This is an optimization exercise on Yosys and OpenROAD, whose aim is small area, a short achievable clock period and few clock cycles per item, not a production implementation.
Function was not checked in any run shown here: the RTL went through the layout flow alone.

`design.v`:
```
module BCD_Head
#(
	parameter K = 7
)
(
	input [14:0] bits_in,
	output [14:0] state
);
	function automatic [3:0] bcd_add3(input [3:0] i);
		bcd_add3[3] = i[3] | (i[2] & (i[1] | i[0]));
		bcd_add3[2] = (i[3] & i[0]) | (i[2] & ~i[1] & ~i[0]);
		bcd_add3[1] = (i[3] & ~i[0]) | (~i[2] & i[1]) | (i[1] & i[0]);
		bcd_add3[0] = (i[3] & ~i[0]) | (~i[3] & ~i[2] & i[0]) | (i[2] & i[1] & ~i[0]);
	endfunction
	logic [19:0] s;
	integer k;
	always_comb begin
		s = 20'd0;
		for (k = 14; k > 14 - K; k = k - 1) begin
			s[3:0]   = bcd_add3(s[3:0]);
			s[7:4]   = bcd_add3(s[7:4]);
			s = {s[18:0], bits_in[k]};
		end
	end
	generate
		if (K < 15) begin : rest
			assign state = {s[K-1:0], bits_in[14-K:0]};
		end else begin : all
			assign state = s[14:0];
		end
	endgenerate
endmodule
module BCD_16Bit
#(
	parameter K = 7
)
(
	input [14:0] state,
	output [3:0] uni,
	output [3:0] dec,
	output [3:0] cen,
	output [3:0] thou,
	output [3:0] thou2
);
	function automatic [3:0] bcd_add3(input [3:0] i);
		bcd_add3[3] = i[3] | (i[2] & (i[1] | i[0]));
		bcd_add3[2] = (i[3] & i[0]) | (i[2] & ~i[1] & ~i[0]);
		bcd_add3[1] = (i[3] & ~i[0]) | (~i[2] & i[1]) | (i[1] & i[0]);
		bcd_add3[0] = (i[3] & ~i[0]) | (~i[3] & ~i[2] & i[0]) | (i[2] & i[1] & ~i[0]);
	endfunction
	logic [19:0] s;
	integer k;
	always_comb begin
		s = 20'd0;
		s[K-1:0] = state[14:15-K];
		for (k = 14 - K; k >= 0; k = k - 1) begin
			s[3:0]   = bcd_add3(s[3:0]);
			s[7:4]   = bcd_add3(s[7:4]);
			s[11:8]  = bcd_add3(s[11:8]);
			s[15:12] = bcd_add3(s[15:12]);
			s = {s[18:0], state[k]};
		end
	end
	assign uni = s[3:0];
	assign dec = s[7:4];
	assign cen = s[11:8];
	assign thou = s[15:12];
	assign thou2 = s[19:16];
endmodule
module SegmentDisplay
(
	input [3:0]value,
	output [6:0]Seg_Result
);
	logic [6:0] seg;
	always_comb begin
		case (value)
			4'd0: seg = 7'h40;
			4'd1: seg = 7'h79;
			4'd2: seg = 7'h24;
			4'd3: seg = 7'h30;
			4'd4: seg = 7'h19;
			4'd5: seg = 7'h12;
			4'd6: seg = 7'h02;
			4'd7: seg = 7'h78;
			4'd8: seg = 7'h00;
			default: seg = 7'h10;
		endcase
	end
	assign Seg_Result = seg;
endmodule
module Seq_Multiplier
(
	input [7:0] multiplier,
	input [7:0] multiplicand,
	output [14:0] product,
	output signBit
);
	wire sa = multiplier[7];
	wire sb = multiplicand[7];
	wire [6:0] a1 = multiplier[6:0] ^ {7{sa}};
	wire [6:0] b1 = multiplicand[6:0] ^ {7{sb}};
	wire pp_0_0 = a1[0] & b1[0];
	wire pp_0_1 = a1[0] & b1[1];
	wire pp_0_2 = a1[0] & b1[2];
	wire pp_0_3 = a1[0] & b1[3];
	wire pp_0_4 = a1[0] & b1[4];
	wire pp_0_5 = a1[0] & b1[5];
	wire pp_0_6 = a1[0] & b1[6];
	wire pp_1_0 = a1[1] & b1[0];
	wire pp_1_1 = a1[1] & b1[1];
	wire pp_1_2 = a1[1] & b1[2];
	wire pp_1_3 = a1[1] & b1[3];
	wire pp_1_4 = a1[1] & b1[4];
	wire pp_1_5 = a1[1] & b1[5];
	wire pp_1_6 = a1[1] & b1[6];
	wire pp_2_0 = a1[2] & b1[0];
	wire pp_2_1 = a1[2] & b1[1];
	wire pp_2_2 = a1[2] & b1[2];
	wire pp_2_3 = a1[2] & b1[3];
	wire pp_2_4 = a1[2] & b1[4];
	wire pp_2_5 = a1[2] & b1[5];
	wire pp_2_6 = a1[2] & b1[6];
	wire pp_3_0 = a1[3] & b1[0];
	wire pp_3_1 = a1[3] & b1[1];
	wire pp_3_2 = a1[3] & b1[2];
	wire pp_3_3 = a1[3] & b1[3];
	wire pp_3_4 = a1[3] & b1[4];
	wire pp_3_5 = a1[3] & b1[5];
	wire pp_3_6 = a1[3] & b1[6];
	wire pp_4_0 = a1[4] & b1[0];
	wire pp_4_1 = a1[4] & b1[1];
	wire pp_4_2 = a1[4] & b1[2];
	wire pp_4_3 = a1[4] & b1[3];
	wire pp_4_4 = a1[4] & b1[4];
	wire pp_4_5 = a1[4] & b1[5];
	wire pp_4_6 = a1[4] & b1[6];
	wire pp_5_0 = a1[5] & b1[0];
	wire pp_5_1 = a1[5] & b1[1];
	wire pp_5_2 = a1[5] & b1[2];
	wire pp_5_3 = a1[5] & b1[3];
	wire pp_5_4 = a1[5] & b1[4];
	wire pp_5_5 = a1[5] & b1[5];
	wire pp_5_6 = a1[5] & b1[6];
	wire pp_6_0 = a1[6] & b1[0];
	wire pp_6_1 = a1[6] & b1[1];
	wire pp_6_2 = a1[6] & b1[2];
	wire pp_6_3 = a1[6] & b1[3];
	wire pp_6_4 = a1[6] & b1[4];
	wire pp_6_5 = a1[6] & b1[5];
	wire pp_6_6 = a1[6] & b1[6];
	wire sb1_0 = sa & b1[0];
	wire sa1_0 = sb & a1[0];
	wire sb1_1 = sa & b1[1];
	wire sa1_1 = sb & a1[1];
	wire sb1_2 = sa & b1[2];
	wire sa1_2 = sb & a1[2];
	wire sb1_3 = sa & b1[3];
	wire sa1_3 = sb & a1[3];
	wire sb1_4 = sa & b1[4];
	wire sa1_4 = sb & a1[4];
	wire sb1_5 = sa & b1[5];
	wire sa1_5 = sb & a1[5];
	wire sb1_6 = sa & b1[6];
	wire sa1_6 = sb & a1[6];
	wire ss = sa & sb;
	wire hs0 = pp_0_4 ^ pp_1_3;
	wire hc0 = pp_0_4 & pp_1_3;
	wire fs1 = pp_0_5 ^ pp_1_4 ^ pp_2_3;
	wire fc1 = (pp_0_5 & pp_1_4) | (pp_0_5 & pp_2_3) | (pp_1_4 & pp_2_3);
	wire hs2 = pp_3_2 ^ pp_4_1;
	wire hc2 = pp_3_2 & pp_4_1;
	wire fs3 = pp_0_6 ^ pp_1_5 ^ pp_2_4;
	wire fc3 = (pp_0_6 & pp_1_5) | (pp_0_6 & pp_2_4) | (pp_1_5 & pp_2_4);
	wire fs4 = pp_3_3 ^ pp_4_2 ^ pp_5_1;
	wire fc4 = (pp_3_3 & pp_4_2) | (pp_3_3 & pp_5_1) | (pp_4_2 & pp_5_1);
	wire hs5 = pp_6_0 ^ sb1_6;
	wire hc5 = pp_6_0 & sb1_6;
	wire fs6 = pp_1_6 ^ pp_2_5 ^ pp_3_4;
	wire fc6 = (pp_1_6 & pp_2_5) | (pp_1_6 & pp_3_4) | (pp_2_5 & pp_3_4);
	wire hs7 = pp_4_3 ^ pp_5_2;
	wire hc7 = pp_4_3 & pp_5_2;
	wire hs8 = pp_2_6 ^ pp_3_5;
	wire hc8 = pp_2_6 & pp_3_5;
	wire hs9 = pp_0_2 ^ pp_1_1;
	wire hc9 = pp_0_2 & pp_1_1;
	wire fs10 = pp_0_3 ^ pp_1_2 ^ pp_2_1;
	wire fc10 = (pp_0_3 & pp_1_2) | (pp_0_3 & pp_2_1) | (pp_1_2 & pp_2_1);
	wire hs11 = pp_3_0 ^ sb1_3;
	wire hc11 = pp_3_0 & sb1_3;
	wire fs12 = hs0 ^ pp_2_2 ^ pp_3_1;
	wire fc12 = (hs0 & pp_2_2) | (hs0 & pp_3_1) | (pp_2_2 & pp_3_1);
	wire fs13 = pp_4_0 ^ sb1_4 ^ sa1_4;
	wire fc13 = (pp_4_0 & sb1_4) | (pp_4_0 & sa1_4) | (sb1_4 & sa1_4);
	wire fs14 = hc0 ^ fs1 ^ hs2;
	wire fc14 = (hc0 & fs1) | (hc0 & hs2) | (fs1 & hs2);
	wire fs15 = pp_5_0 ^ sb1_5 ^ sa1_5;
	wire fc15 = (pp_5_0 & sb1_5) | (pp_5_0 & sa1_5) | (sb1_5 & sa1_5);
	wire fs16 = fc1 ^ hc2 ^ fs3;
	wire fc16 = (fc1 & hc2) | (fc1 & fs3) | (hc2 & fs3);
	wire fs17 = fs4 ^ hs5 ^ sa1_6;
	wire fc17 = (fs4 & hs5) | (fs4 & sa1_6) | (hs5 & sa1_6);
	wire fs18 = fc3 ^ fc4 ^ hc5;
	wire fc18 = (fc3 & fc4) | (fc3 & hc5) | (fc4 & hc5);
	wire fs19 = fs6 ^ hs7 ^ pp_6_1;
	wire fc19 = (fs6 & hs7) | (fs6 & pp_6_1) | (hs7 & pp_6_1);
	wire fs20 = fc6 ^ hc7 ^ hs8;
	wire fc20 = (fc6 & hc7) | (fc6 & hs8) | (hc7 & hs8);
	wire fs21 = pp_4_4 ^ pp_5_3 ^ pp_6_2;
	wire fc21 = (pp_4_4 & pp_5_3) | (pp_4_4 & pp_6_2) | (pp_5_3 & pp_6_2);
	wire fs22 = hc8 ^ pp_3_6 ^ pp_4_5;
	wire fc22 = (hc8 & pp_3_6) | (hc8 & pp_4_5) | (pp_3_6 & pp_4_5);
	wire hs23 = pp_5_4 ^ pp_6_3;
	wire hc23 = pp_5_4 & pp_6_3;
	wire hs24 = pp_4_6 ^ pp_5_5;
	wire hc24 = pp_4_6 & pp_5_5;
	wire hs25 = pp_0_0 ^ sb1_0;
	wire hc25 = pp_0_0 & sb1_0;
	wire fs26 = pp_0_1 ^ pp_1_0 ^ sb1_1;
	wire fc26 = (pp_0_1 & pp_1_0) | (pp_0_1 & sb1_1) | (pp_1_0 & sb1_1);
	wire fs27 = hs9 ^ pp_2_0 ^ sb1_2;
	wire fc27 = (hs9 & pp_2_0) | (hs9 & sb1_2) | (pp_2_0 & sb1_2);
	wire fs28 = hc9 ^ fs10 ^ hs11;
	wire fc28 = (hc9 & fs10) | (hc9 & hs11) | (fs10 & hs11);
	wire fs29 = fc10 ^ hc11 ^ fs12;
	wire fc29 = (fc10 & hc11) | (fc10 & fs12) | (hc11 & fs12);
	wire fs30 = fc12 ^ fc13 ^ fs14;
	wire fc30 = (fc12 & fc13) | (fc12 & fs14) | (fc13 & fs14);
	wire fs31 = fc14 ^ fc15 ^ fs16;
	wire fc31 = (fc14 & fc15) | (fc14 & fs16) | (fc15 & fs16);
	wire fs32 = fc16 ^ fc17 ^ fs18;
	wire fc32 = (fc16 & fc17) | (fc16 & fs18) | (fc17 & fs18);
	wire fs33 = fc18 ^ fc19 ^ fs20;
	wire fc33 = (fc18 & fc19) | (fc18 & fs20) | (fc19 & fs20);
	wire fs34 = fc20 ^ fc21 ^ fs22;
	wire fc34 = (fc20 & fc21) | (fc20 & fs22) | (fc21 & fs22);
	wire fs35 = fc22 ^ hc23 ^ hs24;
	wire fc35 = (fc22 & hc23) | (fc22 & hs24) | (hc23 & hs24);
	wire hs36 = hc24 ^ pp_5_6;
	wire hc36 = hc24 & pp_5_6;
	wire hs37 = hs25 ^ sa1_0;
	wire hc37 = hs25 & sa1_0;
	wire fs38 = hc25 ^ fs26 ^ sa1_1;
	wire fc38 = (hc25 & fs26) | (hc25 & sa1_1) | (fs26 & sa1_1);
	wire fs39 = fc26 ^ fs27 ^ sa1_2;
	wire fc39 = (fc26 & fs27) | (fc26 & sa1_2) | (fs27 & sa1_2);
	wire fs40 = fc27 ^ fs28 ^ sa1_3;
	wire fc40 = (fc27 & fs28) | (fc27 & sa1_3) | (fs28 & sa1_3);
	wire fs41 = fc28 ^ fs29 ^ fs13;
	wire fc41 = (fc28 & fs29) | (fc28 & fs13) | (fs29 & fs13);
	wire fs42 = fc29 ^ fs30 ^ fs15;
	wire fc42 = (fc29 & fs30) | (fc29 & fs15) | (fs30 & fs15);
	wire fs43 = fc30 ^ fs31 ^ fs17;
	wire fc43 = (fc30 & fs31) | (fc30 & fs17) | (fs31 & fs17);
	wire fs44 = fc31 ^ fs32 ^ fs19;
	wire fc44 = (fc31 & fs32) | (fc31 & fs19) | (fs32 & fs19);
	wire fs45 = fc32 ^ fs33 ^ fs21;
	wire fc45 = (fc32 & fs33) | (fc32 & fs21) | (fs33 & fs21);
	wire fs46 = fc33 ^ fs34 ^ hs23;
	wire fc46 = (fc33 & fs34) | (fc33 & hs23) | (fs34 & hs23);
	wire fs47 = fc34 ^ fs35 ^ pp_6_4;
	wire fc47 = (fc34 & fs35) | (fc34 & pp_6_4) | (fs35 & pp_6_4);
	wire fs48 = fc35 ^ hs36 ^ pp_6_5;
	wire fc48 = (fc35 & hs36) | (fc35 & pp_6_5) | (hs36 & pp_6_5);
	wire hs49 = hc36 ^ pp_6_6;
	wire hc49 = hc36 & pp_6_6;
	wire [14:0] rx = {1'b0, hc49, fc48, fc47, fc46, fc45, fc44, fc43, fc42, fc41, fc40, fc39, fc38, hc37, hs37};
	wire [14:0] ry = {1'b0, 1'b0, hs49, fs48, fs47, fs46, fs45, fs44, fs43, fs42, fs41, fs40, fs39, fs38, ss};
	assign product = rx + ry;
	assign signBit = (sa & ~sb & |multiplicand) | (sb & ~sa & |multiplier);
endmodule
module Practica_1
#(
	parameter NBits = 8,
	parameter N2Bits = NBits*2,
	parameter K = 5		 
)
(
	input clk,
	input reset,
	input start,
	input [NBits-1:0] multiplier,
	input [NBits-1:0] multiplicand,
	output [6:0]uni_Seg_out,
	output [6:0]dec_Seg_out,
	output [6:0]cen_Seg_out,
	output [6:0]thou_Seg_out,
	output [6:0]thou2_Seg_out,
	output [6:0]sign_Seg_out,
	output ready
);
wire [14:0] prod;
wire [14:0] bcd_state;
wire minus;
Seq_Multiplier SM1 (.multiplier(multiplier), .multiplicand(multiplicand), .product(prod), .signBit(minus));
BCD_Head #(K) BH1 (.bits_in(prod), .state(bcd_state));
logic [14:0] state_q;
logic minus_q;
logic ready_q;
always_ff @(posedge clk) begin
	state_q <= bcd_state;
	minus_q <= minus;
end
always_ff @(posedge clk, negedge reset) begin
	if (!reset) ready_q <= 1'b0;
	else ready_q <= start;
end
wire [3:0] uni, dec, cen, thou, thou2;
BCD_16Bit #(K) BCD1 (.state(state_q), .uni(uni), .dec(dec), .cen(cen), .thou(thou), .thou2(thou2));
SegmentDisplay SD0 (.value(uni),   .Seg_Result(uni_Seg_out));
SegmentDisplay SD1 (.value(dec),   .Seg_Result(dec_Seg_out));
SegmentDisplay SD2 (.value(cen),   .Seg_Result(cen_Seg_out));
SegmentDisplay SD3 (.value(thou),  .Seg_Result(thou_Seg_out));
SegmentDisplay SD4 (.value(thou2), .Seg_Result(thou2_Seg_out));
assign sign_Seg_out = minus_q ? 7'h3F : 7'h7F;
assign ready = ready_q;
endmodule
```
`flow/run.sh`:
```
#!/bin/bash
# The standard layout (standard.sh), with two changes:
#  - synthesis maps logic with flow/abc_custom.script (see flow/my_synth.tcl);
#  - port buffers are sky130_fd_sc_hd__buf_2 cells.
# make's output goes to flow_make.log here; each tool's full log is under orfs/logs.
set -euo pipefail
bash standard.sh "SYNTH_SCRIPT=$PWD/flow/my_synth.tcl" \
  "BUFFER_PORTS_ARGS=-buffer_cell sky130_fd_sc_hd__buf_2" finish > flow_make.log 2>&1
```
`flow/abc_custom.script`:
```
strash
dch
map -D 3500
topo
stime -c
buffer -c
upsize -c
dnsize -c
```
`flow/my_synth.tcl`:
```
# The standard synthesis (synth_recipe.tcl) with two changes to how the
# combinational logic is mapped; registers, their names and cell types come
# from the same steps as the standard synthesis:
#  - the ABC call uses abc_custom.script (next to this file) instead of ORFS's
#    abc_area/abc_speed script;
#  - extract_fa only extracts full adders (no half adders), so that XOR/AND
#    pairs are left to ABC.
set ::custom_dir [file dirname [file normalize [info script]]]
set ::custom_abc_script [file join $::custom_dir abc_custom.script]
set ::custom_fa_mode -fa
if {[file exists [file join $::custom_dir fa_mode]]} {
  set f [open [file join $::custom_dir fa_mode]]; set ::custom_fa_mode [string trim [read $f]]; close $f
}
proc abc {args} {
  set i [lsearch -exact $args -script]
  if {$i >= 0} { lset args [expr {$i + 1}] $::custom_abc_script }
  puts "custom abc: $args"
  yosys abc {*}$args
}
proc extract_fa {args} {
  puts "custom extract_fa: $::custom_fa_mode $args"
  if {$::custom_fa_mode ne "none"} { yosys extract_fa {*}$::custom_fa_mode {*}$args }
}
proc synth {args} { yosys synth -nofsm -noshare {*}$args }
source $::env(SCRIPTS_DIR)/synth.tcl
# left out here: clear keep_hierarchy, flatten, clean up, hide names made inside functions, write 1_2_yosys.v
```
`standard.sh`:
```
#!/bin/bash
# synth_recipe.tcl (not shown) runs the flow's synth.tcl, then flattens the netlist and writes it again
# the make line also repeats each setting of config.mk as NAME=value (left out here)
make -C /OpenROAD-flow-scripts/flow DESIGN_CONFIG=/design/flow/config.mk WORK_HOME=/design/flow/orfs CLKGATE_MAP_FILE= SYNTH_SCRIPT=/design/flow/synth_recipe.tcl "${@:-finish}"
```
`config.mk`:
```
export PLATFORM = sky130hd
export DESIGN_NAME = Practica_1
export DESIGN_NICKNAME = Practica_1
export VERILOG_FILES = /design/flow/design.v
export SDC_FILE = /design/flow/constraint.sdc
export NUM_CORES = 4
export LEC_CHECK = 0
export ABC_AREA = 1
export CAP_MARGIN = 20
export CORE_MARGIN = 2
export CORE_UTILIZATION = 40
export SLEW_MARGIN = 20
```
`constraint.sdc`:
```
create_clock -name core_clock -period 12.0 [get_ports {clk}]
set_input_delay 2.4000 -clock core_clock [delete_from_list [all_inputs] [get_ports {clk}]]
set_output_delay 2.4000 -clock core_clock [all_outputs]
set_load 0.01 [all_outputs]
```
==> results of run 1 <==
[synth_stat cells (10+ instances only)]
| cell type | count |
|---|---|
| inv_1 | 149 |
| nor2_1 | 142 |
| nand2_1 | 139 |
| fa_1 | 38 |
| nand3_1 | 31 |
| inv_2 | 20 |
| a21oi_1 | 18 |
| dfxtp_1 | 16 |
| o21ai_0 | 16 |
| o21ai_1 | 14 |
| nor2_2 | 12 |
| xor2_1 | 12 |
| nor3_1 | 11 |
| buf_4 | 10 |
[final cells by class]
class | count | area [um2] | share of cell area, %
Tap cell | 140 | 175 | 3.58
Clock buffer | 3 | 41.3 | 0.843
Multi-Input combinational cell | 550 | 3420 | 69.9
Clock inverter | 1 | 5.00 | 0.102
Inverter | 170 | 638 | 13.0
Timing Repair Buffer | 54 | 270 | 5.52
Sequential cell | 17 | 345 | 7.05
[sequential cells by signal, indices dropped and copies added, names as in the netlist]
register  cells
state_q      15
ready_q       1
minus_q       1
[per-stage QoR]
stage | hold WS (ns)
final | 1.90
after global routing | 1.89
after CTS | 1.89
after detailed placement | 2.18
after global placement | 2.18
after floorplan | 2.10
[kinds of logic (layout without fill, tap and decap cells)]
kind of cell | Yosys count | in the layout | synth area share (%)
compound gates | 117 | 117 | 19.8
xor+xnor | 20 | 20 | 3.92
fa+ha+maj | 38 | 38 | 17.0
buf+inv | 183 | 228 | 16.2
flops | 17 | 17 | 7.72
other cells | 2 | 7 | 0.168
simple gates | 368 | 368 | 35.2
[per-layer routing]
metal	part of all wire (%)	wire length, um	GRT usage [%]	vias up
met3	2.4	252	1.60	4
met1	47	4890	23.1	2092
met2	50	5240	35.6	58
met5	0	0	0	-
li1	-	-	-	2393
met4	0.36	37	0.814	0
[critical path, delay by kind of cell]
kind                     cells  cell delay, ns
AO/OA/AOI/OAI                5            0.88
adder cells (fa/ha/maj)      4            1.94
buffers and inverters        5            0.83
AND/OR/NAND/NOR             12            1.61
[worst paths after layout]
check	endpoint	from	cells after the start	slack [ns]
hold / removal	ready_q	reset	1	1.90
min in group core_clock	ready_q	start	1	2.25
setup / recovery	state_q[13]	multiplicand[7]	26	4.49
max in group asynchronous	ready_q	reset	1	10.02
==> flow_summary_export.csv, run 1 <==
group,metric,value,unit
worst_setup_path,cp_slowest_cell,"fa_1",
die,die_w,110,um
yosys,synth_cells,745,
layout,fin_area,0.00490,mm2
placement,gp_congestion,0.849,
timing,worstMarginPinSlew,0.756,ns
layout,finish.utilization,45.0,%
worst_setup_path,crit_type,"input port to flip-flop",
timing,finalSetupViolations,0,
routing,firstDrtPassIters,4,
flow_run,maxCapViolCount,0,
clock_network,hold_buffers,0,
layout,fin_cells,935,
global_route,grt_pass1_wl,18.3,mm
run_status,status,"finished clean",
clock_network,clkTransAtPathRegs,0.07,ns
worst_hold_path,worstHoldPathType,"input port to async pin",
yosys,synth.area.top_cells,"fa_1, inv_1, nor2_1",
die,die_area,0.0120,mm2
worst_setup_path,cp.required,12.19,ns
placement,dp.cells,931,
yosys,yosysUniqueCellTypes,53,
global_route,grt_pass1_vias,4373,
yosys,ys_seq_area_share,7.72,%
placement,io_buffer_count,54,
routing,wl,10.4,mm
timing,finalCritPeriodShare,62.6,%
yosys,synth_top_area_share,17.0,%
die,ioPinCount,62,
routing,wl_per_cell,11.1,um
yosys,yosys.area.top_type,"fa_1",
yosys,syn_avg_cell_area,6.01,um2
timing,fmax,0.133,GHz
worst_setup_path,path_common_cell,"nand2_1",
placement,dpl.hpwl,9.24,mm
die,core_area,0.0109,mm2
layout,diodes,0,
clock_network,cts_tree,"built",
timing,final.setup.tns,0,ns
die,rows,38,
timing,slew_viol_final,0,
worst_setup_path,worstSetupStartpointType,"input port",
placement,place_ws,4.26,ns
global_route,grt_antenna_before_repair,0,
yosys,synth.ff_latch_count,17,
clock_network,cts_max_path_buffers,2,
die,chipHeight,110,um
clock_network,postCtsSetupBuffers,0,
routing,drtAntennaViolNets,0,
layout,syn_to_final_growth,9.48,%
die,initial_core_util,41.1,%
clock_network,cts_buffers,3,
routing,vias_per_cell,4.86,
clock_network,cts_root_buf,"clkbuf_8",
layout,nets,853,
global_route,overflow,0,
timing,finalHoldViolations,0,
worst_setup_path,slowest_delay,0.51,ns
yosys,synth_edf_count,0,
layout,final_common_cell,"inv_1",
yosys,async_flop_share,5.88,%
timing,rsz0062_at_grt,"no",
clock_network,post_cts_resized,0,
worst_setup_path,cp.arrival,7.70,ns
layout,fillers,1175,
worst_setup_path,worstSetupEndpointType,"flip-flop",
global_route,grt_max_degree,20,
timing,slew-limit-headroom,49.2,%
layout,final_cell_mix,"inv_1, nor2_1, nand2_1, buf_2, fa_1",
yosys,yosys_warnings,4,
layout,drive_gt1_share,17.6,%
routing,post-route-drc-count,0,
timing,fin_crit,7.51,ns
timing,worst_slack,4.49,ns
routing,num_vias,4547,
worst_setup_path,worstPathMaxFanout,16,
global_route,grt_util_all_layers,18.4,%
yosys,netlist_area,0.00447,mm2
clock_network,cts_sinks,17,
placement,dpl-instance-area,0.00485,mm2
routing,drt_iter0_markers,216,
yosys,synth-main-ff-cell,"dfxtp_1",
clock_network,htreeDepth,1,
==> run 2, diff against run 1 <==
--- a/design.v
+++ b/design.v
@@ -273,7 +273,7 @@
 #(
 	parameter NBits = 8,
 	parameter N2Bits = NBits*2,
-	parameter K = 5		 
+	parameter K = 7		 
 )
 (
 	input clk,
==> flow_summary_export.csv, run 2 <==
group,metric,value,unit
worst_setup_path,worstSetupStartpointType,"input port",
yosys,synth_cells,787,
layout,drive_gt1_share,20.4,%
routing,post-route-drc-count,0,
timing,finalSetupViolations,0,
layout,diodes,0,
worst_setup_path,cp.required,12.15,ns
timing,fmax,0.124,GHz
clock_network,hold_buffers,0,
run_status,status,"finished clean",
clock_network,htreeDepth,1,
worst_hold_path,worstHoldPathType,"input port to async pin",
die,initial_core_util,40.8,%
yosys,synth.ff_latch_count,17,
clock_network,cts_buffers,3,
clock_network,cts_sinks,17,
global_route,grt_antenna_before_repair,0,
die,ioPinCount,62,
clock_network,clkTransAtPathRegs,0.05,ns
placement,dp.cells,976,
yosys,yosysUniqueCellTypes,45,
routing,drtAntennaViolNets,0,
timing,slew_viol_final,0,
global_route,grt_pass1_wl,16.7,mm
clock_network,post_cts_resized,0,
die,chipHeight,112,um
layout,top_register,"state_q",
routing,firstDrtPassIters,4,
clock_network,cts_root_buf,"clkbuf_16",
layout,final_cell_mix,"inv_1, nor2_1, nand2_1, buf_2, fa_1",
yosys,synth-main-ff-cell,"dfxtp_1",
placement,dpl-instance-area,0.00502,mm2
yosys,synth_edf_count,0,
clock_network,cts_tree,"built",
layout,fin_cells,980,
layout,syn_to_final_growth,9.84,%
die,die_area,0.0125,mm2
die,core_area,0.0114,mm2
worst_setup_path,worstPathMaxFanout,20,
layout,finish.utilization,44.8,%
global_route,grt_util_all_layers,15.2,%
routing,num_vias,4535,
yosys,syn_avg_cell_area,5.90,um2
worst_setup_path,cp.arrival,8.23,ns
yosys,synth.area.top_cells,"fa_1, inv_1, nor2_1",
worst_setup_path,slowest_delay,0.54,ns
die,die_w,112,um
routing,wl,9.00,mm
timing,slew-limit-headroom,66.6,%
die,rows,39,
global_route,grt_pass1_vias,4024,
yosys,async_flop_share,5.88,%
timing,finalHoldViolations,0,
worst_setup_path,path_common_cell,"inv_1",
clock_network,cts_max_path_buffers,2,
layout,largest_reg_flops,15,
placement,gp_congestion,0.893,
clock_network,postCtsSetupBuffers,0,
yosys,netlist_area,0.00464,mm2
global_route,overflow,0,
yosys,ys_seq_area_share,7.44,%
yosys,yosys_warnings,4,
flow_run,maxCapViolCount,0,
yosys,synth_top_area_share,16.4,%
placement,io_buffer_count,54,
timing,final.setup.tns,0,ns
timing,worstMarginPinSlew,0.500,ns
layout,nets,895,
worst_setup_path,crit_type,"input port to flip-flop",
routing,wl_per_cell,9.19,um
layout,reg.largest.list,"state_q x15, minus_q x1, ready_q x1",
placement,dpl.hpwl,7.97,mm
timing,finalCritPeriodShare,67.3,%
layout,fin_area,0.00510,mm2
yosys,yosys.area.top_type,"fa_1",
worst_setup_path,worstSetupEndpointType,"flip-flop",
yosys,ys_top_cells_by_count,"inv_1, nor2_1, nand2_1, fa_1, inv_2",
worst_setup_path,cp_slowest_cell,"fa_1",
global_route,grt_max_degree,21,
yosys,synth.most_common_cell,"inv_1",
routing,drt_iter0_markers,175,
timing,rsz0062_at_grt,"no",
layout,final_common_cell,"inv_1",
timing,fin_crit,8.08,ns
routing,vias_per_cell,4.63,
run 2: cell types whose count changed after synthesis, sizes merged, moves of 6 or more:
cell,before,now
inv,169,195
a21oi,24,46
nor2,155,173
a22oi,13,5
a211oi,6,0
nor3,14,20
run 2: kinds of logic after synthesis:
logic type,count (synthesis),share of synthesized area [%]
compound gates,119,18.7
xor+xnor,16,3.02
fa+ha+maj,38,16.4
buf+inv,211,18.0
flops,17,7.44
other cells,2,0.162
simple gates,384,36.3
run 2: metrics by stage:
step	worst slack [ns]	hold WS [ns]
after floorplan	4.24	2.10
after global placement	3.74	2.17
after detailed placement	3.70	2.17
after CTS	3.94	1.91
after global routing	3.15	1.91
final	3.92	1.91
run 2: worst max-delay path by stage:
stage                    start     endpoint  slack [ns]  depth (start not counted)
6_report         multiplier[7]   state_q[9]        3.92                         33
5_1_grt        multiplicand[7]   state_q[9]        3.15                         33
4_1_cts          multiplier[7]   state_q[9]        3.94                         33
3_5_place_dp     multiplier[7]   state_q[9]        3.70                         33
3_3_place_gp     multiplier[7]   state_q[9]        3.74                         33
2_1_floorplan  multiplicand[7]  state_q[12]        4.24                         33
run 2: area by class of cell:
| type | count | area (um2) |
|---|---|---|
| sequential | 17 | 345 |
| clock buffer | 4 | 78.8 |
| tap | 143 | 179 |
| fill | 1239 | 6270 |
| multi-input combinational | 564 | 3480 |
| timing repair buffer | 54 | 270 |
| inverter | 198 | 743 |
run 2: worst max-delay path: cells and delay by family:
kind / cells / cell delay, ns
simple gates: 14 / 2.04
compound gates: 5 / 0.99
buf+inv: 10 / 0.91
fa+ha+maj: 4 / 1.88
run 2: layer usage:
metal  global-route usage [%]  up-vias  wire length [um]
li1                         -     2494                 -
met1                     21.7     1969              4610
met2                     25.7       68              3990
met3                    0.871        4               321
met4                     2.96        0                77
met5                        0        -                 0
==> run 3, diff against run 2 <==
--- a/design.v
+++ b/design.v
@@ -17,8 +17,8 @@
 	always_comb begin
 		s = 20'd0;
 		for (k = 14; k > 14 - K; k = k - 1) begin
-			s[3:0]   = bcd_add3(s[3:0]);
-			s[7:4]   = bcd_add3(s[7:4]);
+			if (k <= 10) s[3:0] = bcd_add3(s[3:0]);
+			if (k <= 7)  s[7:4] = bcd_add3(s[7:4]);
 			s = {s[18:0], bits_in[k]};
 		end
 	end
@@ -54,10 +54,10 @@
 		s = 20'd0;
 		s[K-1:0] = state[14:15-K];
 		for (k = 14 - K; k >= 0; k = k - 1) begin
-			s[3:0]   = bcd_add3(s[3:0]);
-			s[7:4]   = bcd_add3(s[7:4]);
-			s[11:8]  = bcd_add3(s[11:8]);
-			s[15:12] = bcd_add3(s[15:12]);
+			if (k <= 10) s[3:0]   = bcd_add3(s[3:0]);
+			if (k <= 7)  s[7:4]   = bcd_add3(s[7:4]);
+			if (k <= 4)  s[11:8]  = bcd_add3(s[11:8]);
+			if (k <= 0)  s[15:12] = bcd_add3(s[15:12]);
 			s = {s[18:0], state[k]};
 		end
 	end
@@ -273,7 +273,7 @@
 #(
 	parameter NBits = 8,
 	parameter N2Bits = NBits*2,
-	parameter K = 7		 
+	parameter K = 5		 
 )
 (
 	input clk,
==> flow/fa_mode (new file) <==
none
==> flow_summary_export.csv, run 3 <==
group,metric,value,unit
yosys,synth_top_area_share,17.1,%
routing,wl,9.99,mm
layout,diodes,0,
timing,fin_crit,6.97,ns
yosys,yosys.area.top_type,"nand2_1",
yosys,synth_compound_area_share,23.3,%
clock_network,postCtsSetupBuffers,0,
worst_setup_path,startpoint,"state_q[10]",
die,die_area,0.0129,mm2
placement,io_buffer_count,52,
yosys,ys_seq_area_share,7.20,%
die,chipHeight,114,um
routing,drtAntennaViolNets,0,
yosys,yosysUniqueCellTypes,60,
worst_setup_path,worstSetupStartpointType,"flip-flop",
worst_setup_path,cp_slowest_cell,"nor3_1",
clock_network,cts_max_path_buffers,2,
routing,vias_per_cell,4.75,
routing,firstDrtPassIters,5,
yosys,synth-simple-area-share,44.8,%
timing,finalCritPeriodShare,58.1,%
global_route,overflow,0,
yosys,synth_edf_count,0,
placement,gp_congestion,0.830,
clock_network,clkTransAtPathRegs,0.05,ns
placement,dpl.hpwl,8.55,mm
clock_network,htreeDepth,1,
global_route,grt_pass1_vias,4576,
yosys,synth_cells,875,
routing,post-route-drc-count,0,
yosys,synth.ff_latch_count,17,
placement,dp.cells,1060,
timing,finalHoldViolations,0,
layout,reg.largest.list,"state_q x15, minus_q x1, ready_q x1",
routing,wl_per_cell,9.38,um
layout,largest_reg_flops,15,
timing,timing.hold.ws,1.91,ns
layout,drive_gt1_share,19.5,%
worst_setup_path,worstPathMaxFanout,7,
worst_setup_path,cp.arrival,4.57,ns
yosys,async_flop_share,5.88,%
clock_network,cts_sinks,17,
routing,num_vias,5051,
die,die_w,114,um
worst_setup_path,slowest_delay,0.43,ns
yosys,synth.area.top_cells,"nand2_1, nor2_1, inv_1",
clock_network,hold_buffers,0,
die,initial_core_util,41.5,%
timing,finalSetupViolations,0,
global_route,grt_util_all_layers,16.5,%
timing,worstMarginPinSlew,0.534,ns
global_route,grt_antenna_before_repair,0,
layout,final_common_cell,"nand2_1",
clock_network,post_cts_resized,0,
yosys,synth_xor_area_share,10.2,%
die,ioPinCount,62,
yosys,muxShareOfSynthArea,0,%
timing,slew-limit-headroom,64.2,%
yosys,syn_avg_cell_area,5.48,um2
worst_setup_path,path_common_cell,"nor2_1",
worst_setup_path,cp.required,9.60,ns
timing,fmax,0.144,GHz
yosys,synthAdderAreaFrac,0,%
global_route,grt_max_degree,16,
timing,rsz0062_at_grt,"no",
die,rows,39,
layout,final_cell_mix,"nand2_1, nor2_1, inv_1, buf_2",
yosys,synth.most_common_cell,"nand2_1",
layout,fin_cells,1064,
layout,finish.utilization,45.1,%
yosys,ys_top_cells_by_count,"nand2_1, nor2_1, inv_1, nand3_1, xor2_1",
global_route,grt_pass1_wl,18.7,mm
yosys,synth_top_family_by_area,"simple AND/OR/NAND/NOR gates",
flow_run,maxCapViolCount,0,
die,core_area,0.0116,mm2
clock_network,cts_tree,"built",
layout,syn_to_final_growth,8.79,%
yosys,yosys_warnings,4,
routing,drt_iter0_markers,150,
clock_network,cts_root_buf,"clkbuf_16",
clock_network,cts_buffers,3,
run_status,status,"finished clean",
timing,final.setup.tns,0,ns
layout,nets,941,
yosys,synth-main-ff-cell,"dfxtp_1",
yosys,netlist_area,0.00480,mm2
worst_hold_path,worstHoldPathType,"input port to async pin",
layout,top_register,"state_q",
timing,slew_viol_final,0,
worst_setup_path,crit_type,"flip-flop to output port",
worst_setup_path,worstSetupEndpointType,"output port",
==> run 3: changes by cell type after synthesis, moves of 6 or more <==
cell,delta
nand3_1,+10
inv_1,-44
fa_1,-38
a21oi_1,-8
o22ai_1,+10
xnor2_1,+12
xor2_1,+24
nand2_1,+80
nand2_2,+7
nor2_1,-14
or2_1,+12
o21ai_0,+15
inv_2,-6
==> run 3: final cells by class <==
type | count | area [um2]
fillers | 1265 | 6350
multi-input cells | 697 | 3790
inverters | 151 | 567
flip-flops and latches | 17 | 345
repair buffers | 52 | 260
well taps | 143 | 179
clock buffers | 4 | 78.8
==> run 3: metal layers <==
metal / global-route usage (%) / share of wire, % / up-vias
li1: - / - / 2852
met1: 21.9 / 52 / 2136
met2: 29.5 / 45 / 57
met3: 1.43 / 2.5 / 6
met4: 2.76 / 0.65 / 0
met5: 0 / 0 / -
==> run 3: logic make-up after synthesis <==
kind of cell / Yosys count
AOI/OAI and AO/OA: 146
xor gates and xnor gates: 54
buffers and inverters: 168
DFF: 17
other: 2
and+or+nand+nor: 488
==> run 3: per-stage QoR <==
stage	worst slack, ns	cell area (um2)
2_1_floorplan	5.73	4820
5_1_grt	4.38	5220
4_1_cts	5.01	5220
6_report	5.03	5220
3_3_place_gp	5.23	5140
3_5_place_dp	5.30	5140
==> run 3: worst max-delay path, delay by kind of cell, from the launching register on <==
family	cells	cell delay, ns
flip-flops	1	0.42
AND/OR/NAND/NOR	12	1.57
AO/OA/AOI/OAI	11	1.80
buffers and inverters	6	0.52
==> run 3: worst max path at each step <==
stage | slack (ns) | cells after the start | endpoint
6_report | 5.03 | 29 | uni_Seg_out[3]
5_1_grt | 4.38 | 30 | uni_Seg_out[5]
4_1_cts | 5.01 | 29 | dec_Seg_out[5]
3_5_place_dp | 5.30 | 29 | dec_Seg_out[5]
3_3_place_gp | 5.23 | 28 | uni_Seg_out[3]
2_1_floorplan | 5.73 | 30 | dec_Seg_out[5]
==> run 4, diff against run 3 <==
--- a/design.v
+++ b/design.v
@@ -273,7 +273,7 @@
 #(
 	parameter NBits = 8,
 	parameter N2Bits = NBits*2,
-	parameter K = 5		 
+	parameter K = 7		 
 )
 (
 	input clk,
==> flow_summary_export.csv, run 4 <==
group,metric,value,unit
yosys,yosys.area.top_type,"nand2_1",
timing,fmax,0.144,GHz
timing,slew-limit-headroom,53.1,%
timing,finalHoldViolations,0,
worst_setup_path,cp.required,9.60,ns
global_route,grt_util_all_layers,17.5,%
routing,drtAntennaViolNets,0,
clock_network,cts_root_buf,"clkbuf_16",
clock_network,postCtsSetupBuffers,0,
timing,fin_crit,6.94,ns
worst_setup_path,cp_slowest_cell,"o21ai_0",
yosys,syn_avg_cell_area,5.36,um2
global_route,grt_max_degree,15,
routing,post-route-drc-count,0,
routing,wl_per_cell,10.1,um
layout,syn_to_final_growth,8.41,%
worst_setup_path,startpoint,"state_q[8]",
timing,finalCritPeriodShare,57.8,%
routing,firstDrtPassIters,5,
routing,vias_per_cell,4.82,
timing,worstMarginPinSlew,0.697,ns
yosys,synth_edf_count,0,
clock_network,hold_buffers,0,
placement,place_ws,5.27,ns
layout,fillers,1318,
routing,num_vias,5366,
global_route,grt_pass1_vias,4813,
yosys,synth.most_common_cell,"nand2_1",
die,die_w,115,um
worst_setup_path,crit_type,"flip-flop to output port",
clock_network,htreeDepth,1,
placement,dpl.hpwl,9.55,mm
die,initial_core_util,41.1,%
die,chipHeight,115,um
global_route,grt_antenna_before_repair,0,
placement,io_buffer_count,52,
die,rows,40,
yosys,synth-main-ff-cell,"dfxtp_1",
run_status,status,"finished clean",
clock_network,cts_sinks,17,
worst_hold_path,worstHoldPathType,"input port to async pin",
layout,diodes,0,
clock_network,cts_max_path_buffers,2,
worst_setup_path,cp_top_family,"compound AO/OA/AOI/OAI gates",
routing,wl,11.2,mm
timing,slew_viol_final,0,
worst_setup_path,cp.arrival,4.54,ns
yosys,yosys_warnings,4,
layout,nets,987,
yosys,synth.ff_latch_count,17,
routing,drt_iter0_markers,158,
clock_network,clkTransAtPathRegs,0.05,ns
global_route,grt_pass1_wl,19.8,mm
die,ioPinCount,62,
layout,reg.largest.list,"state_q x15, minus_q x1, ready_q x1",
worst_setup_path,worstSetupEndpointType,"output port",
timing,final.setup.tns,0,ns
flow_run,maxCapViolCount,0,
clock_network,cts_buffers,3,
yosys,async_flop_share,5.88,%
clock_network,cts_tree,"built",
yosys,yosysUniqueCellTypes,62,
die,core_area,0.0120,mm2
yosys,netlist_area,0.00494,mm2
timing,worst_slack,5.06,ns
layout,largest_reg_flops,15,
yosys,synth_cells,921,
worst_setup_path,worstPathMaxFanout,5,
worst_setup_path,slowest_delay,0.41,ns
layout,final_common_cell,"nand2_1",
layout,drive_gt1_share,14.1,%
clock_network,post_cts_resized,0,
timing,rsz0062_at_grt,"no",
timing,finalSetupViolations,0,
layout,final_cell_mix,"nand2_1, inv_1, nor2_1, a21oi_1, buf_2",
yosys,ys_seq_area_share,6.99,%
global_route,overflow,0,
worst_setup_path,worstSetupStartpointType,"flip-flop",
worst_setup_path,critPathBufInv,9,
die,die_area,0.0133,mm2
yosys,synth_top_area_share,14.2,%
yosys,synth.area.top_cells,"nand2_1, inv_1, nor2_1",
worst_setup_path,cp-endpoint,"thou_Seg_out[6]",
layout,top_register,"state_q",
yosys,ys_top_cells_by_count,"nand2_1, inv_1, nor2_1, a21oi_1, o21ai_0",
worst_setup_path,critical_path_depth,30,
placement,gp_congestion,0.899,
==> run 4: cell types whose count changed after synthesis, sizes merged, moves of 6 or more <==
cell / previous run / this run
a21oi: 32 / 68
inv: 145 / 181
nand2: 228 / 208
nor2: 162 / 173
nor3: 23 / 16
nand3: 38 / 32
o21ai: 58 / 52
xnor2: 19 / 25
==> run 4: kinds of logic after synthesis <==
group                    after synthesis  share of synthesized area (%)
AO/OA/AOI/OAI                        180                           22.6
XOR/XNOR                              64                           13.0
adder cells (fa/ha/maj)                1                          0.203
buffers and inverters                199                           16.6
flip-flops                            17                           6.99
other                                  2                          0.152
AND/OR/NAND/NOR                      458                           40.4
==> run 4: worst min path at each step <==
stage,startpoint,depth (start not counted),to
4_1_cts,reset,1,ready_q
5_1_grt,reset,1,ready_q
2_1_floorplan,reset,0,ready_q
3_5_place_dp,reset,1,ready_q
6_report,reset,1,ready_q
3_3_place_gp,reset,1,ready_q
==> run 4: cell type report <==
class / count / area [um2] / share of cell area, %
Clock buffer: 3 / 75.1 / 1.40
Clock inverter: 1 / 5.00 / 0.0934
Inverter: 182 / 686 / 12.8
Multi-Input combinational cell: 712 / 3800 / 71.0
Sequential cell: 17 / 345 / 6.45
Tap cell: 147 / 184 / 3.43
Timing Repair Buffer: 52 / 260 / 4.86
==> run 4: layer usage <==
metal,vias up,share of wire [%],track usage [%]
met1,2305,48,22.0
met5,-,0,0
met2,78,47,32.5
met4,0,1.9,4.66
met3,17,2.2,0.843
li1,2966,-,-
==> run 4: metrics by stage <==
stage               cells  util [%]  hold slack (ns)  instance area, um2
global route         1114      44.6             1.90                5360
finish               1114      44.6             1.91                5360
CTS                  1114      44.6             1.90                5360
floorplan             928         -             2.10                4970
detailed placement   1110      43.9             2.18                5280
global placement     1110      43.9             2.17                5280
==> run 5, diff against run 4 <==
--- a/flow/run.sh
+++ b/flow/run.sh
@@ -4,5 +4,5 @@
 #  - port buffers are sky130_fd_sc_hd__buf_2 cells.
 # make's output goes to flow_make.log here; each tool's full log is under orfs/logs.
 set -euo pipefail
-bash standard.sh "SYNTH_SCRIPT=$PWD/flow/my_synth.tcl" \
+bash standard.sh SETUP_SLACK_MARGIN=6.0 TNS_END_PERCENT=0 "SYNTH_SCRIPT=$PWD/flow/my_synth.tcl" \
   "BUFFER_PORTS_ARGS=-buffer_cell sky130_fd_sc_hd__buf_2" finish > flow_make.log 2>&1
==> flow_summary_export.csv, run 5 <==
group,metric,value,unit
worst_setup_path,slowest_delay,0.37,ns
worst_setup_path,worstSetupStartpointType,"flip-flop",
timing,finalSetupViolations,0,
layout,final_cell_mix,"nand2_1, inv_1, nor2_1, buf_2, inv_2",
worst_setup_path,path_common_cell,"inv_2",
placement,place_ws,5.26,ns
worst_setup_path,crit_type,"flip-flop to output port",
die,rows,40,
yosys,synth.most_common_cell,"nand2_1",
timing,worstMarginPinSlew,0.713,ns
die,die_w,115,um
timing,fin_crit,6.53,ns
clock_network,hold_buffers,0,
worst_setup_path,worstSetupEndpointType,"output port",
clock_network,cts_buffers,3,
timing,rsz0062_at_grt,"yes",
layout,fillers,1219,
placement,dp.cells,1110,
die,initial_core_util,41.1,%
layout,top_register,"state_q",
flow_run,maxCapViolCount,0,
routing,wl_per_cell,11.2,um
die,die_area,0.0133,mm2
layout,reg.largest.list,"state_q x15, minus_q x1, ready_q x1",
yosys,synth-main-ff-cell,"dfxtp_1",
yosys,synth_edf_count,0,
layout,nets,1024,
layout,largest_reg_flops,15,
layout,syn_to_final_growth,30.5,%
clock_network,clkTransAtPathRegs,0.05,ns
clock_network,cts_max_path_buffers,2,
timing,slew_viol_final,0,
run_status,status,"finished clean",
placement,dpl.hpwl,9.58,mm
worst_setup_path,cp.arrival,4.13,ns
timing,finalHoldViolations,0,
yosys,yosysUniqueCellTypes,62,
placement,io_buffer_count,52,
timing,fmax,0.153,GHz
global_route,grt_antenna_before_repair,0,
worst_setup_path,cp.required,9.60,ns
layout,fin_cells,1151,
clock_network,cts_sinks,17,
yosys,synth.ff_latch_count,17,
routing,firstDrtPassIters,4,
timing,worst_slack,5.47,ns
global_route,grt_util_all_layers,18.2,%
yosys,yosys.area.top_type,"nand2_1",
yosys,synth.area.top_cells,"nand2_1, inv_1, nor2_1",
layout,fin_area,0.00645,mm2
yosys,yosys_warnings,4,
global_route,grt_max_degree,15,
yosys,synth_cells,921,
die,chipHeight,115,um
clock_network,htreeDepth,1,
yosys,netlist_area,0.00494,mm2
global_route,grt_pass1_wl,20.6,mm
worst_hold_path,worstHoldPathType,"input port to async pin",
clock_network,cts_tree,"built",
yosys,synth_top_area_share,14.2,%
yosys,syn_avg_cell_area,5.36,um2
routing,drt_iter0_markers,171,
layout,drive_gt1_share,34.0,%
worst_setup_path,cp_slowest_cell,"a221o_1",
routing,vias_per_cell,4.85,
timing,finalCritPeriodShare,54.4,%
global_route,grt_pass1_vias,4998,
global_route,overflow,0,
routing,post-route-drc-count,0,
layout,final_common_cell,"nand2_1",
layout,diodes,0,
placement,gp_congestion,0.943,
timing,slew-limit-headroom,52.0,%
yosys,ys_seq_area_share,6.99,%
clock_network,cts_root_buf,"clkbuf_16",
yosys,async_flop_share,5.88,%
yosys,ys_top_cells_by_count,"nand2_1, inv_1, nor2_1, a21oi_1, o21ai_0",
worst_setup_path,worstPathMaxFanout,4,
placement,dpl-instance-area,0.00528,mm2
routing,num_vias,5588,
routing,drtAntennaViolNets,0,
die,ioPinCount,62,
routing,wl,12.9,mm
timing,final.setup.tns,0,ns
die,core_area,0.0120,mm2
==> run 5: cell types whose count changed in the layout (fill, tap and decap cells not counted), moves of 31 or more <==
cell	change
nor2_2	+31
nor2_1	-43
buf_4	+37
inv_2	+31
inv_1	-33
a21oi_1	-32
==> run 5: logic make-up (layout without fill, tap and decap cells) <==
| kind of cell | after synthesis | in the layout | share of synthesized area (%) |
|---|---|---|---|
| xor+xnor | 64 | 64 | 13.0 |
| buf+inv | 199 | 275 | 16.6 |
| flops | 17 | 17 | 6.99 |
| fa+ha+maj | 1 | 1 | 0.203 |
| simple gates | 458 | 458 | 40.4 |
| other cells | 2 | 9 | 0.152 |
| compound gates | 180 | 180 | 22.6 |
==> run 5: worst max-delay path: cells and delay by family (launching register included) <==
family          cells  cell delay (ns)
buf+inv             9             1.01
compound gates      8             1.42
simple gates       11             1.10
flops               1             0.33
==> run 5: timing repair <==
item,4_1_cts,5_1_grt
hold endpoints to repair,0,0
pin swaps,18,54
cloned,0,0
endpoints found under the setup margin,37,38
resized for setup,72,162
buffers inserted,12,25
==> run 5: through the flow <==
stage / hold slack (ns) / utilization, %
CTS: 1.91 / 47.5
global placement: 2.17 / 44.0
detailed placement: 2.18 / 44.0
finish: 1.91 / 53.7
floorplan: 2.10 / -
global route: 1.91 / 53.7
==> run 5: final timing paths <==
path / startpoint / endpoint
setup / recovery: state_q[8] / thou_Seg_out[6]
hold / removal: reset / ready_q
max in group asynchronous: reset / ready_q
min in group core_clock: start / ready_q
==> run 5: routing by layer <==
metal / GRT usage, % / share of wire (%)
met1: 22.7 / 44
met4: 4.50 / 1.3
met5: 0 / 0
met3: 0.633 / 2.1
met2: 34.2 / 52
==> run 5: area by class of cell <==
cell class	count	area, um2	share of cell area (%)
Multi-Input combinational cell	712	4600	71.3
Inverter	182	691	10.7
Clock buffer	4	78.8	1.22
Tap cell	147	184	2.85
Timing Repair Buffer	89	543	8.42
Sequential cell	17	355	5.51
==> run 6, diff against run 5 <==
==> flow/run.sh (replaced) <==
#!/bin/bash
# The standard layout (standard.sh), with two changes:
#  - synthesis maps logic with flow/abc_custom.script (see flow/my_synth.tcl);
#  - port buffers are sky130_fd_sc_hd__buf_2 cells.
# make's output goes to flow_make.log here; each tool's full log is under orfs/logs.
set -euo pipefail
bash standard.sh SETUP_SLACK_MARGIN=6.5 TNS_END_PERCENT=0 "SYNTH_SCRIPT=$PWD/flow/my_synth.tcl" \
  "BUFFER_PORTS_ARGS=-buffer_cell sky130_fd_sc_hd__buf_2" finish > flow_make.log 2>&1
==> flow_summary_export.csv, run 6 <==
group,metric,value,unit
layout,largest_reg_flops,15,
yosys,muxShareOfSynthArea,0,%
yosys,synth.area.top_cells,"nand2_1, inv_1, nor2_1",
timing,fin_crit,6.49,ns
worst_setup_path,cp.required,9.60,ns
worst_setup_path,worstSetupEndpointType,"output port",
placement,io_buffer_count,52,
routing,post-route-drc-count,0,
global_route,grt_max_degree,15,
routing,drt_iter0_markers,226,
routing,wl_per_cell,10.6,um
timing,rsz0062_at_grt,"yes",
clock_network,cts_max_path_buffers,2,
clock_network,hold_buffers,0,
placement,dpl-instance-area,0.00539,mm2
routing,num_vias,5554,
timing,slew-limit-headroom,56.0,%
yosys,synthAdderAreaFrac,0.203,%
layout,syn_to_final_growth,23.7,%
die,initial_core_util,41.1,%
yosys,synth-main-ff-cell,"dfxtp_1",
die,chipHeight,115,um
yosys,synth_top_area_share,14.2,%
yosys,synth_cells,921,
worst_setup_path,crit_type,"flip-flop to output port",
worst_setup_path,cp.arrival,4.09,ns
timing,finalSetupViolations,0,
yosys,ys_seq_area_share,6.99,%
worst_setup_path,worstSetupStartpointType,"flip-flop",
flow_run,maxCapViolCount,0,
clock_network,clkTransAtPathRegs,0.06,ns
die,die_area,0.0133,mm2
global_route,grt_util_all_layers,17.9,%
global_route,overflow,0,
layout,final_cell_mix,"nand2_1, inv_1, nor2_1, buf_2, xor2_1",
timing,timing.hold.ws,1.90,ns
timing,worst_slack,5.51,ns
die,rows,40,
die,core_area,0.0120,mm2
yosys,synth_compound_area_share,22.6,%
yosys,synth.ff_latch_count,17,
layout,diodes,0,
yosys,yosys.area.top_type,"nand2_1",
clock_network,cts_buffers,3,
yosys,netlist_area,0.00494,mm2
clock_network,htreeDepth,1,
routing,wl,12.1,mm
timing,fmax,0.154,GHz
run_status,status,"finished clean",
global_route,grt_pass1_vias,4900,
layout,drive_gt1_share,29.1,%
yosys,synth.most_common_cell,"nand2_1",
clock_network,cts_root_buf,"clkbuf_16",
layout,reg.largest.list,"state_q x15, minus_q x1, ready_q x1",
layout,fin_area,0.00611,mm2
yosys,yosys_warnings,4,
worst_setup_path,worstPathMaxFanout,6,
yosys,synth-simple-area-share,40.4,%
timing,slew_viol_final,0,
worst_hold_path,worstHoldPathType,"input port to async pin",
placement,gp_congestion,0.879,
timing,worstMarginPinSlew,0.653,ns
global_route,grt_antenna_before_repair,0,
global_route,grt_pass1_wl,20.1,mm
timing,finalHoldViolations,0,
routing,firstDrtPassIters,4,
placement,dpl.hpwl,9.75,mm
yosys,async_flop_share,5.88,%
layout,top_register,"state_q",
routing,drtAntennaViolNets,0,
worst_setup_path,slowest_delay,0.33,ns
yosys,synth_top_family_by_area,"simple AND/OR/NAND/NOR gates",
yosys,synth_xor_area_share,13.0,%
clock_network,cts_sinks,17,
placement,place_ws,5.42,ns
timing,final.setup.tns,0,ns
yosys,syn_avg_cell_area,5.36,um2
layout,final_common_cell,"nand2_1",
worst_setup_path,cp_slowest_cell,"dfxtp_2",
routing,vias_per_cell,4.87,
clock_network,cts_tree,"built",
yosys,ys_top_cells_by_count,"nand2_1, inv_1, nor2_1, a21oi_1, o21ai_0",
die,die_w,115,um
timing,finalCritPeriodShare,54.1,%
die,ioPinCount,62,
yosys,yosysUniqueCellTypes,62,
yosys,synth_edf_count,0,
layout,nets,1013,
run 6: cell counts after synthesis:
Identical to the previous run, type by type.
run 6: cell families after synthesis:
| kind of cell | count (synthesis) |
|---|---|
| adder cells (fa/ha/maj) | 1 |
| AND/OR/NAND/NOR | 458 |
| other | 2 |
| XOR/XNOR | 64 |
| buffers and inverters | 199 |
| flip-flops | 17 |
| AO/OA/AOI/OAI | 180 |
run 6: through the flow:
| stage | std cells | util, % |
|---|---|---|
| 2_1_floorplan | 928 | - |
| 3_3_place_gp | 1110 | 44.9 |
| 3_5_place_dp | 1110 | 44.9 |
| 4_1_cts | 1127 | 47.5 |
| 5_1_grt | 1140 | 50.9 |
| 6_report | 1140 | 50.9 |
run 6: worst max-delay path by stage:
stage	depth (start not counted)	start	endpoint	slack [ns]
2_1_floorplan	30	multiplicand[7]	state_q[11]	6.12
3_3_place_gp	30	multiplier[7]	state_q[11]	5.47
3_5_place_dp	30	multiplier[7]	state_q[11]	5.42
4_1_cts	29	state_q[9]	thou_Seg_out[6]	5.50
5_1_grt	27	state_q[11]	dec_Seg_out[5]	5.14
6_report	33	state_q[8]	cen_Seg_out[0]	5.51
run 6: repair_timing:
item                       CTS  global route
cloned                       0             0
setup endpoints to repair   38            41
gates resized for setup     42            95
pin swaps                   15            32
setup buffers               13            13
run 6: per-layer routing:
| metal | part of all wire, % | track usage [%] | routed length [um] |
|---|---|---|---|
| met3 | 2.5 | 1.85 | 301 |
| met5 | 0 | 0 | 0 |
| met2 | 51 | 34.5 | 6150 |
| met4 | 1.8 | 4.02 | 223 |
| met1 | 45 | 21.1 | 5430 |
run 6: area by class of cell:
type,count,area [um2]
fillers,1251,5900
repair buffers,78,458
clock inverters,1,5.00
inverters,182,688
well taps,147,184
clock buffers,3,75.1
multi-input cells,712,4350
flip-flops and latches,17,352
run 6: worst max-delay path: cells and delay by family, from the launching register on:
family	cells	cell delay, ns
simple gates	13	1.24
compound gates	9	1.40
flops	1	0.33
buf+inv	11	0.85
==> run 7, diff against run 6 <==
--- a/design.v
+++ b/design.v
@@ -1,10 +1,11 @@
 module BCD_Head
 #(
-	parameter K = 7
+	parameter K = 7,
+	parameter SW = (K <= 7) ? 15 : 16
 )
 (
 	input [14:0] bits_in,
-	output [14:0] state
+	output [SW-1:0] state
 );
 	function automatic [3:0] bcd_add3(input [3:0] i);
 		bcd_add3[3] = i[3] | (i[2] & (i[1] | i[0]));
@@ -22,20 +23,15 @@
 			s = {s[18:0], bits_in[k]};
 		end
 	end
-	generate
-		if (K < 15) begin : rest
-			assign state = {s[K-1:0], bits_in[14-K:0]};
-		end else begin : all
-			assign state = s[14:0];
-		end
-	endgenerate
+	assign state = {s[SW-16+K:0], bits_in[14-K:0]};
 endmodule
 module BCD_16Bit
 #(
-	parameter K = 7
+	parameter K = 7,
+	parameter SW = (K <= 7) ? 15 : 16
 )
 (
-	input [14:0] state,
+	input [SW-1:0] state,
 	output [3:0] uni,
 	output [3:0] dec,
 	output [3:0] cen,
@@ -52,7 +48,7 @@
 	integer k;
 	always_comb begin
 		s = 20'd0;
-		s[K-1:0] = state[14:15-K];
+		s[SW-16+K:0] = state[SW-1:15-K];
 		for (k = 14 - K; k >= 0; k = k - 1) begin
 			if (k <= 10) s[3:0]   = bcd_add3(s[3:0]);
 			if (k <= 7)  s[7:4]   = bcd_add3(s[7:4]);
@@ -273,7 +269,8 @@
 #(
 	parameter NBits = 8,
 	parameter N2Bits = NBits*2,
-	parameter K = 7		 
+	parameter K = 9,	 
+	parameter SW = (K <= 7) ? 15 : 16	 
 )
 (
 	input clk,
@@ -290,11 +287,11 @@
 	output ready
 );
 wire [14:0] prod;
-wire [14:0] bcd_state;
+wire [SW-1:0] bcd_state;
 wire minus;
 Seq_Multiplier SM1 (.multiplier(multiplier), .multiplicand(multiplicand), .product(prod), .signBit(minus));
 BCD_Head #(K) BH1 (.bits_in(prod), .state(bcd_state));
-logic [14:0] state_q;
+logic [SW-1:0] state_q;
 logic minus_q;
 logic ready_q;
 always_ff @(posedge clk) begin
==> flow/run.sh (replaced) <==
#!/bin/bash
# The standard layout (standard.sh), with two changes:
#  - synthesis maps logic with flow/abc_custom.script (see flow/my_synth.tcl);
#  - port buffers are sky130_fd_sc_hd__buf_2 cells.
# make's output goes to flow_make.log here; each tool's full log is under orfs/logs.
set -euo pipefail
bash standard.sh "SYNTH_SCRIPT=$PWD/flow/my_synth.tcl" \
  "BUFFER_PORTS_ARGS=-buffer_cell sky130_fd_sc_hd__buf_2" finish > flow_make.log 2>&1
==> flow_summary_export.csv, run 7 <==
group,metric,value,unit
global_route,grt_max_degree,16,
worst_setup_path,crit_type,"input port to flip-flop",
placement,dpl-instance-area,0.00546,mm2
die,core_area,0.0125,mm2
routing,num_vias,5690,
layout,drive_gt1_share,11.7,%
yosys,synth_edf_count,0,
timing,slew_viol_final,0,
worst_setup_path,path_common_cell,"nand2_1",
timing,fin_crit,7.17,ns
worst_setup_path,cp-endpoint,"state_q[7]",
timing,slew-limit-headroom,56.5,%
worst_setup_path,worstSetupStartpointType,"input port",
placement,dpl.hpwl,9.65,mm
yosys,yosysUniqueCellTypes,55,
worst_setup_path,slowest_delay,0.38,ns
global_route,overflow,0,
layout,fillers,1405,
worst_setup_path,startpoint,"multiplicand[7]",
yosys,ys_seq_area_share,7.19,%
layout,final_cell_mix,"nand2_1, nor2_1, inv_1, nand3_1, a21oi_1",
timing,fmax,0.139,GHz
yosys,ys_top_cells_by_count,"nand2_1, nor2_1, inv_1, nand3_1, a21oi_1",
timing,rsz0062_at_grt,"no",
die,ioPinCount,62,
die,die_area,0.0136,mm2
clock_network,cts_root_buf,"clkbuf_16",
clock_network,postCtsSetupBuffers,0,
flow_run,maxCapViolCount,0,
layout,largest_reg_flops,16,
global_route,grt_pass1_vias,5030,
clock_network,cts_tree,"built",
global_route,grt_pass1_wl,20.7,mm
layout,nets,1017,
worst_setup_path,cp_slowest_cell,"xor2_1",
yosys,synth_cells,951,
layout,diodes,0,
worst_hold_path,worstHoldPathType,"input port to async pin",
run_status,status,"finished clean",
timing,final.setup.tns,0,ns
die,chipHeight,117,um
routing,firstDrtPassIters,7,
routing,post-route-drc-count,0,
yosys,netlist_area,0.00508,mm2
routing,drtAntennaViolNets,0,
timing,finalCritPeriodShare,59.8,%
yosys,synth.ff_latch_count,18,
clock_network,hold_buffers,0,
clock_network,post_cts_resized,0,
yosys,yosys_warnings,4,
worst_setup_path,cp.required,12.13,ns
global_route,grt_antenna_before_repair,0,
routing,wl,11.4,mm
yosys,synth.area.top_cells,"nand2_1, nor2_1, inv_1",
layout,final_common_cell,"nand2_1",
worst_setup_path,worstPathMaxFanout,14,
layout,fin_area,0.00555,mm2
yosys,synth-main-ff-cell,"dfxtp_1",
layout,fin_cells,1169,
yosys,synth_top_area_share,15.3,%
worst_setup_path,worstSetupEndpointType,"flip-flop",
routing,vias_per_cell,4.87,
clock_network,cts_max_path_buffers,2,
placement,dp.cells,1165,
timing,worstMarginPinSlew,0.647,ns
routing,drt_iter0_markers,298,
placement,gp_congestion,0.854,
worst_setup_path,cp.arrival,7.30,ns
placement,io_buffer_count,52,
timing,finalHoldViolations,0,
layout,syn_to_final_growth,9.08,%
layout,reg.largest.list,"state_q x16, minus_q x1, ready_q x1",
routing,wl_per_cell,9.75,um
clock_network,clkTransAtPathRegs,0.05,ns
yosys,synth.most_common_cell,"nand2_1",
clock_network,cts_buffers,3,
die,die_w,117,um
timing,finalSetupViolations,0,
yosys,yosys.area.top_type,"nand2_1",
yosys,async_flop_share,5.56,%
layout,top_register,"state_q",
layout,finish.utilization,44.3,%
yosys,syn_avg_cell_area,5.35,um2
die,initial_core_util,40.6,%
clock_network,cts_sinks,18,
die,rows,41,
global_route,grt_util_all_layers,17.7,%
clock_network,htreeDepth,1,
[run 7: cell types whose count changed after synthesis, sizes merged, moves of 6 or more]
cell,change
o21ai,-6
nand4,+10
nor3,+7
xor2,+9
a21oi,-12
nand2,+12
xnor2,-11
inv,-19
nand3,+29
[run 7: worst min-delay path by stage]
stage / start / endpoint / slack, ns / depth (start not counted)
after detailed placement: reset / ready_q / 2.18 / 1
after floorplan: reset / ready_q / 2.10 / 0
after global routing: reset / ready_q / 1.90 / 1
final: reset / ready_q / 1.91 / 1
after global placement: reset / ready_q / 2.17 / 1
after CTS: reset / ready_q / 1.90 / 1
[run 7: kinds of logic after synthesis]
group,share of synthesized area (%)
compound gates,21.7
xor+xnor,12.5
other cells,0.148
buf+inv,14.5
flops,7.19
fa+ha+maj,0.197
simple gates,43.8
[run 7: cell type report]
class | instances | area, um2 | share of cell area, %
clock buffer | 4 | 88.8 | 1.60
multi-input combinational | 761 | 4010 | 72.3
timing repair buffer | 52 | 260 | 4.69
sequential | 18 | 365 | 6.59
inverter | 162 | 608 | 11.0
tap | 172 | 215 | 3.88
[run 7: critical path, delay by kind of cell]
family	cells	cell delay, ns
buffers and inverters	5	0.86
AOI/OAI and AO/OA	5	0.80
xor gates and xnor gates	3	0.70
and+or+nand+nor	19	2.52
[run 7: per-stage QoR]
| stage | hold slack, ns | setup slack (ns) |
|---|---|---|
| finish | 1.91 | 4.83 |
| global route | 1.90 | 4.11 |
| CTS | 1.90 | 4.86 |
| detailed placement | 2.18 | 4.62 |
| global placement | 2.17 | 4.60 |
| floorplan | 2.10 | 5.62 |
[run 7: layer usage]
| layer | track usage (%) | part of all wire (%) |
|---|---|---|
| met5 | 0 | 0 |
| met4 | 4.55 | 1.0 |
| met3 | 0.727 | 2.8 |
| met2 | 31.3 | 45 |
| met1 | 23.6 | 51 |

## port drivers added, routing unchanged
In the flow no input, the clock included, has a driving cell. The finished layouts below were timed again as built, in two steps. Step 1 (the two cells are an assumption about what drives the block):
set clk [get_ports {clk}]
set_driving_cell -lib_cell sky130_fd_sc_hd__clkbuf_16 $clk
set_driving_cell -lib_cell sky130_fd_sc_hd__buf_2 [delete_from_list [all_inputs] $clk]
Step 2 moves the port delays by t, midway between the first and last clock arrival at a register: inputs arrive t later, outputs are due t later. That takes back most of the time a late clock gives input paths. a / b / c = no drivers / after step 1 / after step 2; a / b = the first two.
| run | t, ns | setup slack, ns | hold WS [ns] | worst slew at a driven data input, ns | pins driven straight from the clock port |
|---|---|---|---|---|---|
| run 1 | 0.278 | 4.490 / 4.494 / 4.216 | 1.902 / 1.898 / 2.176 | 0.03 | 1 |
| run 2 | 0.282 | 3.925 / 3.940 / 3.657 | 1.912 / 1.899 / 2.181 | 0.04 | 1 |
| run 3 | 0.282 | 5.032 / 4.999 / 5.281 | 1.912 / 1.899 / 2.181 | 0.03 | 1 |
| run 4 | 0.280 | 5.064 / 5.033 / 5.244 | 1.909 / 1.898 / 2.178 | 0.03 | 1 |
| run 5 | 0.278 | 5.469 / 5.436 / 5.475 | 1.911 / 1.899 / 2.176 | 0.03 | 1 |
| run 6 | 0.287 | 5.510 / 5.476 / 5.411 | 1.900 / 1.886 / 2.173 | 0.03 | 1 |
| run 7 | 0.285 | 4.829 / 4.842 / 4.557 | 1.905 / 1.892 / 2.177 | 0.03 | 1 |
After both steps every run listed still meets setup and hold. The setup slack of run 1, which loses most, moves by +0.004 ns with the drivers and by -0.274 ns with both steps.
